Background: an optimization exercise with open tools, aiming at small area and few clock cycles. Do not read the settings as production practice.
Function was checked by simulation only, so behaviour that the tests miss may differ from the original.
Power and IR drop assume default switching activity.

==> flow/constraint.sdc <==
create_clock -name core_clock -period 200.0 [get_ports {clk}]
set_input_delay 40.0000 -clock core_clock [delete_from_list [all_inputs] [get_ports {clk}]]
set_output_delay 40.0000 -clock core_clock [all_outputs]
set_load 0.01 [all_outputs]
==> flow/config.mk <==
export PLATFORM = sky130hd
export DESIGN_NAME = DatapathSingleCycle
export DESIGN_NICKNAME = DatapathSingleCycle
export VERILOG_FILES = /design/flow/design.v
export SDC_FILE = /design/flow/constraint.sdc
export NUM_CORES = 4
export LEC_CHECK = 0
export ABC_AREA = 1
export CAP_MARGIN = 20
export CORE_MARGIN = 2
export CORE_UTILIZATION = 40
export PLACE_DENSITY = 0.55
export SLEW_MARGIN = 20
==> flow/design.v <==
`timescale 1ns / 1ps
module gp1(input wire a, b,
           output wire g, p);
   assign g = a & b;
   assign p = a | b;
endmodule
module gp4(input wire [3:0] gin, pin,
           input wire cin,
           output wire gout, pout,
           output wire [2:0] cout);
   assign gout = (| gin);
   assign pout = (& pin);
   assign cout[0] = (gin[0] | (pin[0] & cin));
   assign cout[1] = (gin[1] | pin[1] & ((gin[0] | (pin[0] & cin))));
   assign cout[2] = (gin[2] | pin[2] & ((gin[1] | pin[1] & ((gin[0] | (pin[0] & cin))))));
endmodule
module gp8(input wire [7:0] gin, pin,
           input wire cin,
           output wire gout, pout,
           output wire [6:0] cout);
   assign gout = (| gin);
   assign pout = (& pin);
   assign cout[0] = (gin[0] | (pin[0] & cin));
   assign cout[1] = (gin[1] | pin[1] & (gin[0] | (pin[0] & cin)));
   assign cout[2] = (gin[2] | pin[2] & (gin[1] | pin[1] & ((gin[0] | (pin[0] & cin)))));
   assign cout[3] = (gin[3] | pin[3] & (gin[2] | pin[2] & ((gin[1] | pin[1] & ((gin[0] | (pin[0] & cin)))))));
   assign cout[4] = (gin[4] | pin[4] & (gin[3] | pin[3] & (gin[2] | pin[2] & ((gin[1] | pin[1] & ((gin[0] | (pin[0] & cin))))))));
   assign cout[5] = (gin[5] | pin[5] & (gin[4] | pin[4] & (gin[3] | pin[3] & (gin[2] | pin[2] & ((gin[1] | pin[1] & ((gin[0] | (pin[0] & cin)))))))));
   assign cout[6] = (gin[6] | pin[6] & (gin[5] | pin[5] & (gin[4] | pin[4] & (gin[3] | pin[3] & (gin[2] | pin[2] & ((gin[1] | pin[1] & ((gin[0] | (pin[0] & cin))))))))));
endmodule
module cla
  (input wire [31:0]  a, b,
   input wire         cin,
   output wire [31:0] sum);
   wire [31:0] g ;
   wire [31:0] p;
   wire [30:0] cout;
   wire [4:0] gout;
   wire [4:0] pout;
   reg [31:0] result;
   genvar i; 
   generate
      for(i = 0; i < 32; i = i +1) begin
         gp1 adder1(.a(a[i]),
               .b(b[i]), 
               .g(g[i]),
               .p(p[i]));
      end 
   endgenerate 
   gp8 inst_1 (.gin(g[7:0]),
            .pin(p[7:0]),
            .cin(cin),
            .gout(gout[0]),
            .pout(pout[0]),
            .cout(cout[6:0]));
   gp8 inst_2 (.gin(g[14:7]),
            .pin(p[14:7]),
            .cin(cout[6]),
            .gout(gout[1]),
            .pout(pout[1]),
            .cout(cout[13:7]));
   gp8 inst_3 (.gin(g[21:14]),
            .pin(p[21:14]),
            .cin(cout[13]),
            .gout(gout[2]),
            .pout(pout[2]),
            .cout(cout[20:14]));
   gp8 inst_4 (.gin(g[28:21]),
            .pin(p[28:21]),
            .cin(cout[20]),
            .gout(gout[3]),
            .pout(pout[3]),
            .cout(cout[27:21]));
   gp4 instgp4_1 (.gin(g[31:28]),
            .pin(p[31:28]),
            .cin(cout[27]),
            .gout(gout[4]),
            .pout(pout[4]),
            .cout(cout[30:28]));
   always_comb begin
      for(integer x = 0; x < 32; x = x + 1) begin
         if(x == 0) begin 
            result[x] = a[x] ^ b[x] ^ cin;
         end 
         else begin 
            result[x] = a[x] ^ b[x] ^ cout[x-1];
         end
      end 
   end   
   assign sum = result;
endmodule
`timescale 1ns / 1ns
module divider_unsigned (
    input  wire [31:0] i_dividend,
    input  wire [31:0] i_divisor,
    output wire [31:0] o_remainder,
    output wire [31:0] o_quotient
);
    wire [32:0] hz;
    assign hz[32] = 1'b1;
    genvar w;
    for (w = 31; w >= 0; w = w - 1) begin : hzc
        assign hz[w] = hz[w+1] & ~i_divisor[w];
    end
    wire [31:0] rem [33];
    assign rem[0] = 32'd0;
    genvar k;
    for (k = 0; k < 32; k = k + 1) begin : step
        localparam int W = k + 1;
        wire [W-1:0] t;
        if (k == 0) begin : t0
            assign t = i_dividend[31];
        end else begin : tk
            assign t = {rem[k][W-2:0], i_dividend[31-k]};
        end
        wire [W:0] diff = {1'b0, t} - {1'b0, i_divisor[W-1:0]};
        wire q = hz[W] & ~diff[W];
        assign o_quotient[31-k] = q;
        if (W < 32) begin : pad
            assign rem[k+1] = {{(32-W){1'b0}}, q ? diff[W-1:0] : t};
        end else begin : full
            assign rem[k+1] = q ? diff[W-1:0] : t;
        end
    end
    assign o_remainder = rem[32];
endmodule
`timescale 1ns / 1ns
module RegFile (
    input logic [4:0] rd,
    input logic [31:0] rd_data,
    input logic [4:0] rs1,
    output logic [31:0] rs1_data,
    input logic [4:0] rs2,
    output logic [31:0] rs2_data,
    input logic clk,
    input logic we,
    input logic rst
);
  logic [32*32-1:32] regs;
  logic [31:1] valid;
  always_ff @(posedge clk) begin
    for (int i = 1; i < 32; i++) begin
      if (we && rd == 5'(i)) regs[i*32+:32] <= rd_data;
    end
  end
  always_ff @(posedge clk) begin
    if (rst) begin
      valid <= '0;
    end else begin
      for (int i = 1; i < 32; i++) begin
        if (we && rd == 5'(i)) valid[i] <= 1'b1;
      end
    end
  end
  always_comb begin
    rs1_data = 32'd0;
    rs2_data = 32'd0;
    for (int i = 1; i < 32; i++) begin
      rs1_data = rs1_data | (regs[i*32+:32] & {32{valid[i] && rs1 == 5'(i)}});
      rs2_data = rs2_data | (regs[i*32+:32] & {32{valid[i] && rs2 == 5'(i)}});
    end
  end
endmodule
module DatapathSingleCycle (
    input wire clk,
    input wire rst,
    output logic halt,
    output logic [31:0] pc_to_imem,
    input wire [31:0] insn_from_imem,
    output logic [31:0] addr_to_dmem,
    input logic [31:0] load_data_from_dmem,
    output logic [31:0] store_data_to_dmem,
    output logic [3:0] store_we_to_dmem
);
  wire [31:0] insn = insn_from_imem;
  wire [4:0] opc = insn[6:2];
  wire [2:0] f3 = insn[14:12];
  wire [4:0] insn_rd = insn[11:7];
  wire [4:0] insn_rs1 = insn[19:15];
  wire [4:0] insn_rs2 = insn[24:20];
  wire is_load = opc == 5'b00000;
  wire is_store = opc == 5'b01000;
  wire is_branch = opc == 5'b11000;
  wire is_jalr = opc == 5'b11001;
  wire is_jal = opc == 5'b11011;
  wire is_opimm = opc == 5'b00100;
  wire is_op = opc == 5'b01100;
  wire is_system = opc == 5'b11100;
  wire is_auipc = opc == 5'b00101;
  wire is_lui = opc == 5'b01101;
  wire is_m = is_op & insn[25];
  wire is_mul = is_m & ~f3[2];
  wire is_div = is_m & f3[2];
  wire [31:0] imm_i = {{20{insn[31]}}, insn[31:20]};
  wire [31:0] imm_s = {{20{insn[31]}}, insn[31:25], insn[11:7]};
  wire [31:0] imm_b = {{19{insn[31]}}, insn[31], insn[7], insn[30:25], insn[11:8], 1'b0};
  wire [31:0] imm_j = {{11{insn[31]}}, insn[31], insn[19:12], insn[20], insn[30:21], 1'b0};
  wire [31:0] imm_u = {insn[31:12], 12'd0};
  logic [31:0] rs1_data, rs2_data, rd_data;
  logic we;
  RegFile rf (
      .clk(clk), .rst(rst), .we(we), .rd(insn_rd), .rd_data(rd_data),
      .rs1(insn_rs1), .rs2(insn_rs2), .rs1_data(rs1_data), .rs2_data(rs2_data));
  logic [31:2] pc;
  assign pc_to_imem = {pc, 2'b00};
  wire [31:2] pc_plus4 = pc + 30'd1;
  wire use_rs2 = is_op | is_branch;
  wire [31:0] opb = use_rs2 ? rs2_data : (is_store ? imm_s : imm_i);
  wire do_sub = is_branch | ((is_op | is_opimm) & (f3 == 3'b010 || f3 == 3'b011))
              | (is_op & f3 == 3'b000 & insn[30]);
  wire [32:0] sum33 = {1'b0, rs1_data} + {1'b0, opb ^ {32{do_sub}}} + {32'd0, do_sub};
  wire [31:0] sum = sum33[31:0];
  wire lt_u = ~sum33[32];
  wire lt_s = (rs1_data[31] ^ opb[31]) ? rs1_data[31] : sum[31];
  wire eq = sum == 32'd0;
  wire cond = f3[2] ? (f3[1] ? lt_u : lt_s) : eq;
  wire taken = is_branch & (cond ^ f3[0]);
  wire [31:0] pc_imm = is_branch ? imm_b : (is_jal ? imm_j : imm_u);
  wire [31:2] pc_sum = pc + pc_imm[31:2];
  wire [4:0] shamt = is_op ? rs2_data[4:0] : insn[24:20];
  wire sh_left = ~f3[2];
  logic [31:0] rs1_rev, sh_res_rev;
  always_comb for (int i = 0; i < 32; i++) rs1_rev[i] = rs1_data[31-i];
  wire [31:0] sh_in = sh_left ? rs1_rev : rs1_data;
  wire sh_fill = insn[30] & rs1_data[31] & ~sh_left;
  wire [32:0] sh_wide = $signed({sh_fill, sh_in}) >>> shamt;
  wire [31:0] sh_out = sh_wide[31:0];
  always_comb for (int i = 0; i < 32; i++) sh_res_rev[i] = sh_out[31-i];
  wire [31:0] sh_res = sh_left ? sh_res_rev : sh_out;
  logic [31:0] alu_res;
  always_comb begin
    case (f3)
      3'b000: alu_res = sum;
      3'b001: alu_res = sh_res;
      3'b010: alu_res = {31'd0, lt_s};
      3'b011: alu_res = {31'd0, lt_u};
      3'b100: alu_res = rs1_data ^ opb;
      3'b101: alu_res = sh_res;
      3'b110: alu_res = rs1_data | opb;
      default: alu_res = rs1_data & opb;
    endcase
  end
  wire [1:0] off = sum[1:0];
  wire [31:0] ld = load_data_from_dmem;
  wire [7:0] lbyte = off[1] ? (off[0] ? ld[31:24] : ld[23:16]) : (off[0] ? ld[15:8] : ld[7:0]);
  wire [7:0] lhi = off[1] ? ld[31:24] : ld[15:8];
  logic [31:0] load_res;
  always_comb begin
    case (f3[1:0])
      2'b00: load_res = {{24{~f3[2] & lbyte[7]}}, lbyte};
      2'b01: load_res = {{16{~f3[2] & lhi[7]}}, lhi, lbyte};
      default: load_res = ld;
    endcase
  end
  assign addr_to_dmem = {sum[31:2], 2'b00};
  always_comb begin
    case (f3[1:0])
      2'b00: store_data_to_dmem = {4{rs2_data[7:0]}};
      2'b01: store_data_to_dmem = {2{rs2_data[15:0]}};
      default: store_data_to_dmem = rs2_data;
    endcase
  end
  always_comb begin
    store_we_to_dmem = 4'b0000;
    if (is_store) begin
      case (f3[1:0])
        2'b00: store_we_to_dmem = 4'b0001 << off;
        2'b01: store_we_to_dmem = off[1] ? 4'b1100 : 4'b0011;
        default: store_we_to_dmem = 4'b1111;
      endcase
    end
  end
  logic [1:0] mcnt;
  logic [32:0] macc;    
  logic [23:0] mlo;     
  wire a_signed = f3[0] ^ f3[1];   
  wire b_signed = f3[1:0] == 2'b01;   
  wire [32:0] ma = {a_signed & rs1_data[31], rs1_data};
  logic [7:0] mbyte;
  always_comb begin
    case (mcnt)
      2'd0: mbyte = rs2_data[7:0];
      2'd1: mbyte = rs2_data[15:8];
      2'd2: mbyte = rs2_data[23:16];
      default: mbyte = rs2_data[31:24];
    endcase
  end
  wire [8:0] mb = {(mcnt == 2'd3) & b_signed & rs2_data[31], mbyte};
  wire [32:0] macc_in = (mcnt == 2'd0) ? 33'd0 : macc;
  wire [41:0] mterm = $signed(ma) * $signed(mb);
  wire [41:0] msum = $signed(mterm) + $signed(macc_in);
  wire mul_last = mcnt == 2'd3;
  always_ff @(posedge clk) begin
    if (rst || !is_mul) mcnt <= 2'd0;
    else mcnt <= mcnt + 2'd1;
    macc <= msum[40:8];
    mlo <= {msum[7:0], mlo[23:8]};
  end
  wire [31:0] mul_res = (f3[1:0] == 2'b00) ? {msum[7:0], mlo} : msum[39:8];
  wire d_signed = ~f3[0];   
  wire a_neg = d_signed & rs1_data[31];
  wire b_neg = d_signed & rs2_data[31];
  wire [31:0] dividend = a_neg ? -rs1_data : rs1_data;
  wire [31:0] divisor = b_neg ? -rs2_data : rs2_data;
  wire [31:0] quotient, remainder;
  divider_unsigned divu (
      .i_dividend(dividend), .i_divisor(divisor),
      .o_remainder(remainder), .o_quotient(quotient));
  wire b_zero = rs2_data == 32'd0;
  wire d_neg = f3[1] ? a_neg : ((a_neg ^ b_neg) & ~b_zero);
  wire [31:0] d_mag = f3[1] ? remainder : quotient;
  wire [31:0] div_res = d_neg ? -d_mag : d_mag;
  always_comb begin
    we = 1'b0;
    rd_data = alu_res;
    if (is_load) begin
      we = 1'b1;
      rd_data = load_res;
    end else if (is_opimm) begin
      we = 1'b1;
      rd_data = alu_res;
    end else if (is_op) begin
      we = ~is_mul | mul_last;
      rd_data = is_m ? (f3[2] ? div_res : mul_res) : alu_res;
    end else if (is_lui) begin
      we = 1'b1;
      rd_data = imm_u;
    end else if (is_auipc) begin
      we = 1'b1;
      rd_data = {pc_sum, 2'b00};
    end else if (is_jal | is_jalr) begin
      we = 1'b1;
      rd_data = {pc_plus4, 2'b00};
    end
  end
  assign halt = is_system;
  wire stall = is_mul & ~mul_last;
  always_ff @(posedge clk) begin
    if (rst) pc <= 30'd0;
    else if (!stall) begin
      if (is_jalr) pc <= sum[31:2];
      else if (is_jal | taken) pc <= pc_sum;
      else pc <= pc_plus4;
    end
  end
endmodule
==> flow/run.sh <==
#!/bin/bash
# synth_recipe.tcl (not shown) runs the flow's synth.tcl, then flattens the netlist and writes it again
# the make line also repeats each setting of config.mk as NAME=value (left out here)
make -C /OpenROAD-flow-scripts/flow DESIGN_CONFIG=/design/flow/config.mk WORK_HOME=/design/flow/orfs CLKGATE_MAP_FILE= SYNTH_SCRIPT=/design/flow/synth_recipe.tcl finish
==> flow_summary.html <==
<table>
<tr><th>Metric</th><th>Value</th></tr>
<tr><th colspan="2">Routing</th></tr>
<tr><td>Violation count after the first detailed-routing iteration</td><td>15491</td></tr>
<tr><td>Pre-Repair DR Iteration Count</td><td>7</td></tr>
<tr><td>Number of routed nets with antenna violations</td><td>0</td></tr>
<tr><td>Total number of vias</td><td>104652</td></tr>
<tr><td>Routed vias/inst</td><td>6.16</td></tr>
<tr><td>Final WL</td><td>516000 um</td></tr>
<tr><td>Post-route DRC violation count</td><td>0</td></tr>
<tr><td>Detail-routed net length per standard cell</td><td>30.4 um</td></tr>
<tr><th colspan="2">Clock tree</th></tr>
<tr><td>TritonCTS Sinks</td><td>1112</td></tr>
<tr><td>Clk slew on worst S/H paths</td><td>0.07 ns</td></tr>
<tr><td>Master cell of the clock root buffer</td><td>sky130_fd_sc_hd__clkbuf_16</td></tr>
<tr><td>Cts bufs inserted</td><td>109</td></tr>
<tr><td>CTS HTree Levels</td><td>3</td></tr>
<tr><td>Clock Latency Late Sink</td><td>0.83 ns</td></tr>
<tr><td>TritonCTS clock tree</td><td>done</td></tr>
<tr><td>Total of hold buffers inserted after clock tree synthesis</td><td>0</td></tr>
<tr><td>Clock buffer depth</td><td>3</td></tr>
<tr><td>Number of resized instances in the post-cts repair step</td><td>0</td></tr>
<tr><td>Post-CTS Repair Setup Buffers</td><td>0</td></tr>
<tr><th colspan="2">Power</th></tr>
<tr><td>Comb pwr</td><td>558 mW</td></tr>
<tr><td>Int Pwr</td><td>222 mW</td></tr>
<tr><td>Net switching power</td><td>336 mW</td></tr>
<tr><td>Max power group</td><td>combinational cells</td></tr>
<tr><td>Leakage power total</td><td>48.4 nW</td></tr>
<tr><td>Seq. pwr</td><td>273 uW</td></tr>
<tr><td>Clk. pwr</td><td>218 uW</td></tr>
<tr><td>Combinational power share</td><td>99.9%</td></tr>
<tr><td>Sequential fraction of design power</td><td>0%</td></tr>
<tr><td>Peak supply drop</td><td>0.00640 V</td></tr>
<tr><td>Proportion of total power due to net switching</td><td>60.2%</td></tr>
<tr><td>Share of power burned in the clock network</td><td>0%</td></tr>
<tr><td>Power Density</td><td>4960 mW/mm2</td></tr>
<tr><th colspan="2">Yosys</th></tr>
<tr><td>Number of synthesized register bits</td><td>1112</td></tr>
<tr><td>Post-Syn Area</td><td>0.102 mm2</td></tr>
<tr><td>Post-synthesis async set-or-reset flop share</td><td>0%</td></tr>
<tr><td>Most area-consuming cells after synthesis</td><td>sky130_fd_sc_hd__edfxtp_1 (29%), sky130_fd_sc_hd__nand2_1 (13%), sky130_fd_sc_hd__ha_1 (9.3%), sky130_fd_sc_hd__fa_1 (6.0%), sky130_fd_sc_hd__inv_1 (5.4%)</td></tr>
<tr><td>Synthesized netlist cell count</td><td>13409</td></tr>
<tr><td>Synthesis warning total</td><td>3</td></tr>
<tr><td>Average size of a mapped cell</td><td>7.58 um2</td></tr>
<tr><td>Top cell types by occurrence after synthesis</td><td>sky130_fd_sc_hd__nand2_1 (3405), sky130_fd_sc_hd__inv_1 (1460), sky130_fd_sc_hd__nor2_1 (1074)</td></tr>
<tr><td>Most used flip-flop cell after synthesis</td><td>sky130_fd_sc_hd__edfxtp_1</td></tr>
<tr><td>Number of enable-type register cells in the synthesized netlist</td><td>992</td></tr>
<tr><td>Register area share after synthesis</td><td>31.7%</td></tr>
<tr><td>Library cell occupying the most area in the post-synthesis netlist</td><td>sky130_fd_sc_hd__edfxtp_1</td></tr>
<tr><td>Top-area cell type share of the netlist area</td><td>29.3%</td></tr>
<tr><td>Cell with the most instances after synthesis</td><td>sky130_fd_sc_hd__nand2_1</td></tr>
<tr><td>Library cells used by synthesis</td><td>74</td></tr>
<tr><th colspan="2">Global routing</th></tr>
<tr><td>Number of global-route vias before repair</td><td>97979</td></tr>
<tr><td>Maximum number of pins on one net before global-route repair</td><td>65</td></tr>
<tr><td>Antenna violations before repair</td><td>42</td></tr>
<tr><td>Overall track demand over capacity in global routing</td><td>38.7%</td></tr>
<tr><td>Overflow after GRT</td><td>0</td></tr>
<tr><td>First-pass GRT wire length</td><td>714000 um</td></tr>
<tr><th colspan="2">Hold path</th></tr>
<tr><td>Class of the most critical hold timing path</td><td>register to register</td></tr>
<tr><td>Worst hold path stage count</td><td>0</td></tr>
<tr><td>End point of the most critical hold path</td><td>mlo[4]</td></tr>
<tr><td>Startpoint of the worst hold path</td><td>mlo[12]</td></tr>
<tr><th colspan="2">Timing</th></tr>
<tr><td>Minimum setup slack in the final design</td><td>44.43 ns</td></tr>
<tr><td>Relative slew slack</td><td>15.3%</td></tr>
<tr><td>Ratio of final minimum period to clock period</td><td>77.8%</td></tr>
<tr><td>Worst Skew</td><td>0.0968 ns</td></tr>
<tr><td>Setup violations, final</td><td>0</td></tr>
<tr><td>Worst-margin pin slew</td><td>1.25 ns</td></tr>
<tr><td>Timing-limited maximum frequency</td><td>6.43 MHz</td></tr>
<tr><td>Setup repair after global routing missed its margin</td><td>false</td></tr>
<tr><td>Sum of negative setup slack</td><td>0 ns</td></tr>
<tr><td>Final hold violation count</td><td>0</td></tr>
<tr><td>Number of max-slew violations in the final report</td><td>0</td></tr>
<tr><td>Crit path time final</td><td>155.57 ns</td></tr>
<tr><th colspan="2">Cells and area</th></tr>
<tr><td>Number of fill cells</td><td>25484</td></tr>
<tr><td>Total number of nets in the final design</td><td>14638</td></tr>
<tr><td>Post-Route Utilization</td><td>44.4%</td></tr>
<tr><td>Post-route cell area</td><td>0.112 mm2</td></tr>
<tr><td>Fraction of final layout cells with drive strength greater than 1</td><td>6.84%</td></tr>
<tr><td>Area Overhead vs Synth</td><td>10.6%</td></tr>
<tr><th colspan="2">Setup path</th></tr>
<tr><td>Number of cells on the critical path</td><td>665</td></tr>
<tr><td>Crit path buf inv count</td><td>67</td></tr>
<tr><td>Critical path launch point</td><td>insn_from_imem[23]</td></tr>
<tr><td>Data arrival time at the worst-slack endpoint</td><td>156.04 ns</td></tr>
<tr><td>CP Launch Type</td><td>input port</td></tr>
<tr><td>Worst-path maximum fanout</td><td>50</td></tr>
<tr><td>Most frequent cell on the critical path</td><td>sky130_fd_sc_hd__nand2_1</td></tr>
<tr><td>Longest individual stage delay on the worst path</td><td>0.83 ns</td></tr>
<tr><td>FF-to-FF setup slack</td><td>84.80 ns</td></tr>
<tr><td>Worst r2r dst</td><td>rf.regs[221]</td></tr>
<tr><td>Slowest cell on the critical path</td><td>sky130_fd_sc_hd__clkdlybuf4s50_1</td></tr>
<tr><td>Endpoint required time on the critical path</td><td>200.47 ns</td></tr>
<tr><td>Dominant delay contributor by cell family on the critical path</td><td>compound AO/OA/AOI/OAI gates</td></tr>
<tr><td>CP endpoint</td><td>rf.regs[221]</td></tr>
<tr><td>Capturing element type of the critical path</td><td>register</td></tr>
<tr><td>Category of the most critical setup path</td><td>input port to register</td></tr>
<tr><td>RR Startpoint</td><td>rf.valid[3]</td></tr>
<tr><td>Logic depth of the worst register-to-register path</td><td>664</td></tr>
<tr><th colspan="2">Placement</th></tr>
<tr><td>Pre-CTS setup slack</td><td>45.30 ns</td></tr>
<tr><td>Port-buffer cells</td><td>160</td></tr>
<tr><td>Post-placement cell area</td><td>0.109 mm2</td></tr>
<tr><td>Placer Congestion</td><td>1.01</td></tr>
<tr><td>Detailed placement HPWL</td><td>344000 um</td></tr>
<tr><th colspan="2">Die</th></tr>
<tr><td>Core region area</td><td>0.253 mm2</td></tr>
<tr><td>Die width</td><td>508 um</td></tr>
<tr><td>Die area</td><td>0.258 mm2</td></tr>
<tr><td>Number of placement rows</td><td>185</td></tr>
<tr><td>Die span in y</td><td>508 um</td></tr>
<tr><td>Initial core utilization</td><td>40.1%</td></tr>
<tr><td>I/O pin count</td><td>167</td></tr>
<tr><th colspan="2">Status</th></tr>
<tr><td>Status</td><td>no timing/DRC/antenna violations</td></tr>
<tr><th colspan="2">Flow run</th></tr>
<tr><td>Number of maximum-capacitance constraint violations</td><td>0</td></tr>
</table>
## placed cells by master (no fill, tap or decap), types with 126 or more instances in the layout
cell type / n
sky130_fd_sc_hd__a21oi_1: 809
sky130_fd_sc_hd__buf_4: 362
sky130_fd_sc_hd__clkdlybuf4s50_1: 157
sky130_fd_sc_hd__edfxtp_1: 992
sky130_fd_sc_hd__fa_1: 304
sky130_fd_sc_hd__ha_1: 757
sky130_fd_sc_hd__inv_1: 1443
sky130_fd_sc_hd__nand2_1: 3396
sky130_fd_sc_hd__nand3_1: 1068
sky130_fd_sc_hd__nand4_1: 228
sky130_fd_sc_hd__nor2_1: 1045
sky130_fd_sc_hd__o21ai_0: 682
sky130_fd_sc_hd__o21ai_1: 126
sky130_fd_sc_hd__xnor2_1: 158
sky130_fd_sc_hd__xor2_1: 415
## logic make-up after synthesis
logic type / after synthesis / synth area share, %
adders and majority gates: 1061 / 15.3
and+or+nand+nor: 6190 / 25.9
xor gates and xnor gates: 594 / 5.12
AOI/OAI and AO/OA: 2361 / 13.7
muxes: 13 / 0.128
DFF: 1112 / 31.7
other: 1 / 0.00369
buffers and inverters: 2077 / 8.18
## metal layers
layer	share of wire [%]	routed length, um	track usage [%]	up-vias
li1	-	-	-	45343
met1	36	188000	47.6	49631
met2	41	212000	56.7	7567
met3	14	72100	12.9	2071
met5	0.14	698	0.648	-
met4	8.4	43500	27.1	40
## through the flow
| stage | std cells | power [mW] | hold WS [ns] |
|---|---|---|---|
| 6_report | 16992 | 558 | 0.350 |
| 5_1_grt | 16968 | 570 | 0.366 |
| 4_1_cts | 16965 | 558 | 0.353 |
| 3_5_place_dp | 16765 | 556 | 0.340 |
| 3_3_place_gp | 16764 | 552 | 0.341 |
| 2_1_floorplan | 13412 | 681 | 0.326 |
## registers in the layout, summed over array words and instances, names as in the netlist
| name | flops |
|---|---|
| mlo | 24 |
| pc | 30 |
| mcnt | 2 |
| rf.regs | 992 |
| rf.valid | 31 |
| macc | 33 |
## final cells by class
type / count / area, um2 / share of cell area (%)
multi-input combinational: 10223 / 62200 / 55.3
sequential: 1112 / 32200 / 28.6
inverter: 1540 / 5790 / 5.15
timing repair buffer: 525 / 4370 / 3.88
tap: 3366 / 4210 / 3.75
clock buffer: 133 / 2880 / 2.56
clock inverter: 67 / 743 / 0.661
antenna: 26 / 65.1 / 0.0579
Testbench counts, summed over its fixed seeds: cycles 46,915.

==> port drivers added, routing unchanged <==
The flow's constraints put no driver on any port. The routed layout listed below was extracted and timed again, unchanged, in two steps. Step 1: set_driving_cell puts a clkbuf_16 on clk and a buf_2 on each other input, an assumption about the parent block. Step 2 also shifts input and output timing later by t, the mid clock arrival at the registers, as if the neighbouring blocks saw the same clock. a / b / c = ideal ports / drivers / drivers and shift; a / b = the first two.
t, ns: 0.869
setup WS [ns]: 44.432 / 44.499 / 43.630
latest minus earliest clock arrival (ns): 0.097 / 0.097
After both steps setup and hold are still met in this run. For this run, drivers alone change the setup slack by +0.067 ns; drivers and shift together by -0.802 ns.
